From an optimization exercise on the open Yosys and OpenROAD flow, aimed at small area, a short achievable clock period and few clock cycles; shortcuts taken in it are not production practice. Only simulation tests tie the RTL to the original design; equivalence was not proved. Power and IR drop assume default switching activity.

==> flow/design.v (excerpt) <==
module solix16_cpu(
    input         clk,           
    input         rst,           
    output [11:0] imem_addr,     
    input  [15:0] imem_data,     
    output [11:0] dmem_addr,     
    output [15:0] dmem_wdata,    
    output        dmem_we,       
    input  [15:0] dmem_rdata,    
    output        halted         
);
Size in the first run: roughly 76 I/O pins, about 11000 µm² of cells after synthesis.
export LEC_CHECK = 0
export CAP_MARGIN = 20
export CORE_MARGIN = 2
export CORE_UTILIZATION = 40
export SETUP_SLACK_MARGIN = 2.3
export SLEW_MARGIN = 20
create_clock -name core_clock -period 5.3 [get_ports {clk}]
standard.sh (not shown) runs the stock make flow with config.mk's settings and CLKGATE_MAP_FILE= SYNTH_SCRIPT=/design/flow/synth_recipe.tcl, a recipe that flattens the netlist after the stock synthesis.
==> flow/flow/run.sh <==
#!/bin/bash
# Layout flow: the standard ORFS flow (standard.sh, synthesis unchanged),
# with two changes to the layout steps:
#  - the ports are buffered with sky130_fd_sc_hd__buf_1 (still one buffer on
#    every input and output port) instead of the default delay-buffer cell;
#  - timing repair may resize a cell to any equivalent cell, not only to one
#    of the same footprint.
# The full output of the flow goes to flow_make.log in this folder; ORFS
# keeps each step's own log under orfs/logs/.
set -euo pipefail
export BUFFER_PORTS_ARGS="-buffer_cell sky130_fd_sc_hd__buf_1"
bash standard.sh MATCH_CELL_FOOTPRINT=0 finish > flow_make.log 2>&1
Testbench counts at the start, summed over its fixed seeds: cycles 136,711.
Next try:
--- a/flow/design.v
+++ b/flow/design.v
@@ -56,24 +56,17 @@
 wire [15:0] r_logic = ({16{op_and}} & g)              |
                       ({16{op_or}}  & (a | b))        |
                       ({16{op_xor}} & p)              |
                       ({16{op_not}} & ~a)             |
                       ({16{op_shl}} & {a[14:0], 1'b0}) |
                       ({16{op_shr}} & {1'b0, a[15:1]});
 assign result = ({16{op_arith}} & sum) | r_logic;
-wire [15:0] cz      = {a[14:0] | b[14:0], op_sub};
-wire        z_arith = ~|(p ^ cz);
-wire        z_a_lo  = ~|a[14:1];
-assign zero = (op_arith & z_arith)                      |
-              (op_and   & ~|g)                          |
-              (op_or    & z_a_lo & ~a[0] & ~a[15] & ~|b) |
-              (op_xor   & ~|p)                          |
-              (op_not   & (&a))                         |
-              (op_shl   & z_a_lo & ~a[0])               |
-              (op_shr   & z_a_lo & ~a[15]);
+wire [15:0] cz  = {a[14:0] | b[14:0], op_sub};
+wire [15:0] ez  = op_arith ? (p ^ cz) : r_logic;
+assign zero     = ~|ez;
 assign negative = result[15];
 assign carry    = (op_arith & c[16]) | (op_shl & a[15]) | (op_shr & a[0]);
 assign overflow = op_arith & (a[15] == b[15]) & (sum[15] != a[15]);
 endmodule
 module register_file(
     input          clk,
     input          rst,
@@ -115,23 +108,26 @@
 localparam OP_MOV = 4'b1000;
 localparam OP_JMP = 4'b1001;
 localparam OP_JZ  = 4'b1010;
 localparam OP_JNZ = 4'b1011;
 localparam OP_LD  = 4'b1100;
 localparam OP_ST  = 4'b1101;
 localparam OP_HLT = 4'b1111;
-reg  [15:0] pc;              
+reg  [15:0] pc_z1;           
+reg  [15:0] pc_z0;           
 reg  [3:0]  flags;           
 reg         halt_r;
 reg  [15:0] ex_a, ex_b;      
 reg         ex_arith, ex_sub, ex_and, ex_or, ex_xor, ex_not, ex_shl, ex_shr, ex_ld;
 reg         ex_wr;           
 reg  [2:0]  ex_rd;
 reg         ex_flagwr;       
 reg         ex_st;
+reg         zsel;
+wire [15:0] pc = zsel ? pc_z1 : pc_z0;
 wire [15:0] alu_result;
 wire        alu_zero, alu_negative, alu_carry, alu_overflow;
 alu u_alu (
     .a        (ex_a),
     .b        (ex_b),
     .op_arith (ex_arith),
     .op_sub   (ex_sub),
@@ -156,20 +152,21 @@
     .rst     (rst),
     .wr_en   (ex_wr),
     .rd_addr (ex_rd),
     .rd_data (ex_result),
     .regs    (regs),
     .valid   (valid)
 );
-wire        z_now = ex_flagwr ? alu_zero : flags[0];
 always @(posedge clk or posedge rst)
     if (rst)
         flags <= 4'b0;
     else if (ex_flagwr)
         flags <= flags_new;
+always @(posedge clk)
+    zsel <= ex_flagwr ? alu_zero : flags[0];
 assign dmem_addr  = ex_a[11:0];
 assign dmem_wdata = ex_b;
 assign dmem_we    = ex_st;
 assign halted     = halt_r;
 wire [15:0] instr  = imem_data;
 wire [3:0]  opcode = instr[15:12];
 wire [3:0]  rd     = instr[11:8];
@@ -213,22 +210,22 @@
 wire rs_fwd  = ex_wr && rs == {1'b0, ex_rd};
 wire rt_fwd  = ex_wr && rt == {1'b0, ex_rd};
 wire rs_fwdf = ex_flagwr && rs == 4'd10;
 wire rt_fwdf = ex_flagwr && rt == 4'd10;
 wire [15:0] rs_val = rs_fwd ? ex_result : rs_fwdf ? {12'h000, flags_new} : rs_reg;
 wire [15:0] rt_val = rt_fwd ? ex_result : rt_fwdf ? {12'h000, flags_new} : rt_reg;
 wire [15:0] pc_inc = pc + 16'd1;
-wire [15:0] pc_z1 = (is_jmp | is_jz)  ? {4'h0, target} : pc_inc;
-wire [15:0] pc_z0 = (is_jmp | is_jnz) ? {4'h0, target} : pc_inc;
 always @(posedge clk or posedge rst)
     if (rst) begin
-        pc     <= 16'h0000;
+        pc_z1  <= 16'h0000;
+        pc_z0  <= 16'h0000;
         halt_r <= 1'b0;
     end else begin
-        pc     <= z_now ? pc_z1 : pc_z0;
+        pc_z1  <= (is_jmp | is_jz)  ? {4'h0, target} : pc_inc;
+        pc_z0  <= (is_jmp | is_jnz) ? {4'h0, target} : pc_inc;
         if (stop)
             halt_r <= 1'b1;
     end
 always @(posedge clk or posedge rst)
     if (rst) begin
         ex_wr     <= 1'b0;
         ex_flagwr <= 1'b0;
After rerunning: The new run finished clean. Setup slack improves by 0.12 ns. Power climbs by 16%. Clock-buffer cell count climbs by 9. Routed wire length hardly moves. Cell count climbs by 10%. Non-clock buffer count drops by 8. Clock power climbs by 26%.
Testbench counts after the change, summed over its fixed seeds: cycles 136,711.

-- afterwards: timing with drivers on the ports --
How much do the figures lean on ideal ports? The routed layouts below were timed once more, with nothing changed but the port constraints. Step 1 assumes that a clkbuf_16 drives the clock port and a buf_2 every other input. Step 2 moves the port delays by t, midway between the first and last clock arrival at a register: inputs arrive t later, outputs are due t later. That takes back most of the time a late clock gives input paths. Slacks: no drivers / after step 1 / after step 2; pairs: no drivers / after step 1.
run	t (ns)	setup WS [ns]	worst setup path after step 2
the first run	0.486	2.228 / 2.228 / 1.884	input to register
the second run	0.544	2.343 / 2.296 / 1.809	input to register
After both steps every run listed still meets setup and hold. The setup slack of the second run, which loses most, moves by -0.047 ns with the drivers and by -0.534 ns with both steps.
